This design comes from an exercise in tuning for small area on the open sky130 flow, not from production work.
The RTL was checked by simulation tests, not by an equivalence proof against the original design.

## MatMul_top
module MatMul_top (
	input clk, read, resetn, cs,
	input[31:0] writedata,
	output[31:0] readdata,
	output[7:0] conduit
);
wire[7:0] from_mm;
assign conduit = from_mm;
assign readdata = {24'b0, from_mm};
MatMul mm(.clk(clk), .cs(cs), .rw(read), .comdat(writedata[7]), .data_in(writedata[6:0]), .data_out(from_mm));
endmodule
==> flow/config.mk <==
export PLATFORM = sky130hd
export DESIGN_NAME = MatMul_top
export DESIGN_NICKNAME = MatMul_top
export VERILOG_FILES = /design/flow/design.v
export SDC_FILE = /design/flow/constraint.sdc
export NUM_CORES = 4
export LEC_CHECK = 0
export CAP_MARGIN = 10
export CORE_MARGIN = 2
export CORE_UTILIZATION = 60
export CTS_BUF_LIST = sky130_fd_sc_hd__clkbuf_8
export CTS_CLUSTER_DIAMETER = 60
export CTS_CLUSTER_SIZE = 16
export SLEW_MARGIN = 10
==> flow/constraint.sdc <==
create_clock -name core_clock -period 12.0 [get_ports {clk}]
set_input_delay 2.4000 -clock core_clock [delete_from_list [all_inputs] [get_ports {clk}]]
set_output_delay 2.4000 -clock core_clock [all_outputs]
set_load 0.01 [all_outputs]
run.sh (not shown) runs the stock make flow with config.mk's settings and CLKGATE_MAP_FILE= SYNTH_SCRIPT=/design/flow/synth_recipe.tcl, a recipe that flattens the netlist after the stock synthesis.
Change:
==> flow/flow/run.sh (new file) <==
#!/bin/bash
# Own flow: the standard synthesis and layout, with plain buffers (buf_2)
# on the ports and no dummy loads in the clock tree.
set -euo pipefail
bash standard.sh finish \
  "BUFFER_PORTS_ARGS=-buffer_cell sky130_fd_sc_hd__buf_2" \
  "CTS_ARGS=-sink_clustering_enable -repair_clock_nets -sink_clustering_size 16 -sink_clustering_max_diameter 60 -buf_list sky130_fd_sc_hd__clkbuf_8 -dont_use_dummy_load" \
  > std_flow.log 2>&1
==> flow/standard.sh (new file) <==
#!/bin/bash
# synth_recipe.tcl (not shown) runs the flow's synth.tcl, then flattens the netlist and writes it again
# the make line also repeats each setting of config.mk as NAME=value (left out here)
make -C /OpenROAD-flow-scripts/flow DESIGN_CONFIG=/design/flow/config.mk WORK_HOME=/design/flow/orfs CLKGATE_MAP_FILE= SYNTH_SCRIPT=/design/flow/synth_recipe.tcl "${@:-finish}"
Settings changed: CAP_MARGIN 10 to 20, CORE_UTILIZATION 60 to 40, SLEW_MARGIN 10 to 20.
removed: flow/run.sh
Result: Worst setup slack improves by 0.049 ns; sequential cell count stays the same; clock-buffer cell count is lower by 2; critical path depth is lower by 1; via count is lower slightly; clock skew is higher by 0.041 ns; non-clock buffer count is lower by 36; synthesized cell count is unchanged.

---

Starting RTL as in the previous note.
// MatMul_top
module MatMul_top (
	input clk, read, resetn, cs,
	input[31:0] writedata,
	output[31:0] readdata,
	output[7:0] conduit
);
wire[7:0] from_mm;
assign conduit = from_mm;
assign readdata = {24'b0, from_mm};
MatMul mm(.clk(clk), .cs(cs), .rw(read), .comdat(writedata[7]), .data_in(writedata[6:0]), .data_out(from_mm));
endmodule
==> flow/config.mk <==
export PLATFORM = sky130hd
export DESIGN_NAME = MatMul_top
export DESIGN_NICKNAME = MatMul_top
export VERILOG_FILES = /design/flow/design.v
export SDC_FILE = /design/flow/constraint.sdc
export NUM_CORES = 4
export LEC_CHECK = 0
export CAP_MARGIN = 20
export CORE_MARGIN = 2
export CORE_UTILIZATION = 40
export CTS_CLUSTER_DIAMETER = 60
export CTS_CLUSTER_SIZE = 25
export SLEW_MARGIN = 20
==> flow/constraint.sdc <==
create_clock -name core_clock -period 12.0 [get_ports {clk}]
set_input_delay 2.4000 -clock core_clock [delete_from_list [all_inputs] [get_ports {clk}]]
set_output_delay 2.4000 -clock core_clock [all_outputs]
set_load 0.01 [all_outputs]
Stock flow here: none of the scripts above is used.
The starting point passed the timing, design-rule and antenna checks.
==> next run, changes <==
Settings changed: CORE_UTILIZATION 40 to 65, CTS_CLUSTER_DIAMETER 60 to default, CTS_CLUSTER_SIZE 25 to default.
The changed run finished clean.
Utilization goes up by 28 points.
Worst hold slack improves by 0.0078 ns.
Final area is higher by 0.91%.
Global-route usage grows by 14 points.
Register-to-register slack gains 0.40 ns.
Via count grows by 2.9%.
Critical path depth does not change.
Clock skew stays flat.
Worst setup slack loses 0.091 ns.
==> next run, changes <==
Settings changed: CORE_UTILIZATION 65 to 40, CTS_BUF_LIST from default to sky130_fd_sc_hd__clkbuf_8, CTS_CLUSTER_DIAMETER from default to 60, CTS_CLUSTER_SIZE from default to 16, GPL_TIMING_DRIVEN from default to 0.
Wire length increases by about a fifth.
Count of clock-buffer cells in the layout fell by 37.
Design area rose slightly.
==> next run, changes <==
Settings changed: GPL_TIMING_DRIVEN 0 to default.
After rerunning: The new run produced a clean layout; area after synthesis is unchanged; global-route usage shrinks by 4.3 points; cell area shrinks by 2.3%; via count shrinks by 8.0%; worst setup slack gets better by 0.040 ns; fmax grows by about 0.34%.

---

Another version of the RTL of MatMul_top (not shown whole).
For scale: about 2,800 cells after synthesis, roughly 920 flip-flops, ~0.043 mm^2 of cells after synthesis.
==> flow/design.v (excerpt) <==
module MatMul_top (
	input clk, read, resetn, cs,
	input[31:0] writedata,
	output[31:0] readdata,
	output[7:0] conduit
);
==> flow/config.mk <==
export PLATFORM = sky130hd
export DESIGN_NAME = MatMul_top
export DESIGN_NICKNAME = MatMul_top
export VERILOG_FILES = /design/flow/design.v
export SDC_FILE = /design/flow/constraint.sdc
export NUM_CORES = 4
export LEC_CHECK = 0
export CAP_MARGIN = 20
export CORE_MARGIN = 2
export CORE_UTILIZATION = 40
export CTS_BUF_LIST = sky130_fd_sc_hd__clkbuf_8
export CTS_CLUSTER_DIAMETER = 60
export CTS_CLUSTER_SIZE = 16
export SLEW_MARGIN = 20
==> flow/constraint.sdc <==
create_clock -name core_clock -period 12.0 [get_ports {clk}]
set_input_delay 2.4000 -clock core_clock [delete_from_list [all_inputs] [get_ports {clk}]]
set_output_delay 2.4000 -clock core_clock [all_outputs]
set_load 0.01 [all_outputs]
The first run finished with timing, DRC and antenna clean.
Then changed:
==> flow/flow/run.sh (new file) <==
#!/bin/bash
# Own flow: the standard synthesis and layout, with plain buffers (buf_2)
# on the ports and no dummy loads in the clock tree.
set -euo pipefail
bash standard.sh finish \
  "BUFFER_PORTS_ARGS=-buffer_cell sky130_fd_sc_hd__buf_2" \
  "CTS_ARGS=-sink_clustering_enable -repair_clock_nets -sink_clustering_size 20 -sink_clustering_max_diameter 50 -buf_list sky130_fd_sc_hd__clkbuf_8 -dont_use_dummy_load" \
  > std_flow.log 2>&1
==> flow/standard.sh (new file) <==
#!/bin/bash
# synth_recipe.tcl (not shown) runs the flow's synth.tcl, then flattens the netlist and writes it again
# the make line also repeats each setting of config.mk as NAME=value (left out here)
make -C /OpenROAD-flow-scripts/flow DESIGN_CONFIG=/design/flow/config.mk WORK_HOME=/design/flow/orfs CLKGATE_MAP_FILE= SYNTH_SCRIPT=/design/flow/synth_recipe.tcl "${@:-finish}"
removed: flow/run.sh
What happened:
- setup slack gets better by 0.047 ns
- worst hold slack gets better by 0.021 ns
- design area came out lower by a few percent
- core utilization came out lower by 1.1 points
- die area does not change
- wire length came out lower by a few percent
Then changed:
--- a/flow/flow/run.sh
+++ b/flow/flow/run.sh
@@ -7 +7 @@
-  "CTS_ARGS=-sink_clustering_enable -repair_clock_nets -sink_clustering_size 20 -sink_clustering_max_diameter 50 -buf_list sky130_fd_sc_hd__clkbuf_8 -dont_use_dummy_load" \
+  "CTS_ARGS=-sink_clustering_enable -repair_clock_nets -sink_clustering_size 10 -sink_clustering_max_diameter 50 -buf_list sky130_fd_sc_hd__clkbuf_4 -dont_use_dummy_load" \
After rerunning: Wire length grows slightly; cell area stays flat; count of clock-buffer cells in the layout grows by 26; worst setup slack is worse by 0.044 ns; sequential cell count is unchanged; non-clock buffer count grows by 1; critical path depth stays the same; die area does not change; area after synthesis does not change.
Then changed:
--- a/flow/flow/run.sh
+++ b/flow/flow/run.sh
@@ -7 +7 @@
-  "CTS_ARGS=-sink_clustering_enable -repair_clock_nets -sink_clustering_size 10 -sink_clustering_max_diameter 50 -buf_list sky130_fd_sc_hd__clkbuf_4 -dont_use_dummy_load" \
+  "CTS_ARGS=-sink_clustering_enable -repair_clock_nets -sink_clustering_size 16 -sink_clustering_max_diameter 60 -buf_list sky130_fd_sc_hd__clkbuf_8 -dont_use_dummy_load" \
Cell area hardly moves.
Synthesized area is unchanged.
Count of clock-buffer cells in the layout decreases by 36.
Final cell count is lower by about 0.8%.
Flip-flop and latch count is unchanged.
Via count decreases by 0.62%.

## re-timing with driven ports
Ports are ideal in the flow. The routed layouts listed here were re-timed in OpenROAD.
Step 1, drivers: a clkbuf_16 drives clk and a buf_2 each remaining input, both assumed.
Step 2, shift: input delay + t, output delay - t, t = (earliest + latest rising clock arrival at the registers) / 2. This alone moves slack from input paths to output paths.
Three values: ideal, step 1, step 2; two values: the first two.
run | shift t [ns] | setup slack, ns | hold WS [ns] | worst data-port slew with drivers (ns)
the first run of note 1 | 0.762 | 0.347 / 0.279 / 1.041 | 0.666 / 0.666 / 0.666 | 0.17
the second run of note 1 | 0.753 | 0.397 / 0.325 / 1.078 | 0.695 / 0.695 / 0.695 | 0.05
the first run of note 2 | 0.702 | 0.325 / 0.253 / 0.955 | 0.673 / 0.673 / 0.673 | 0.05
the second run of note 2 | 0.716 | 0.234 / 0.166 / 0.881 | 0.681 / 0.681 / 0.681 | 0.07
the third run of note 2 | 0.791 | 0.257 / 0.192 / 0.984 | 0.680 / 0.680 / 0.680 | 0.11
the fourth run of note 2 | 0.767 | 0.297 / 0.230 / 0.997 | 0.677 / 0.677 / 0.677 | 0.05
the first run of note 3 | 0.778 | 0.304 / 0.249 / 1.028 | 0.680 / 0.680 / 0.680 | 0.04
the second run of note 3 | 0.758 | 0.351 / 0.292 / 1.050 | 0.701 / 0.701 / 0.701 | 0.10
the third run of note 3 | 0.990 | 0.307 / 0.252 / 1.242 | 0.702 / 0.702 / 0.702 | 0.08
the fourth run of note 3 | 0.759 | 0.371 / 0.315 / 1.074 | 0.706 / 0.706 / 0.706 | 0.10
After both steps every run listed still meets setup and hold.
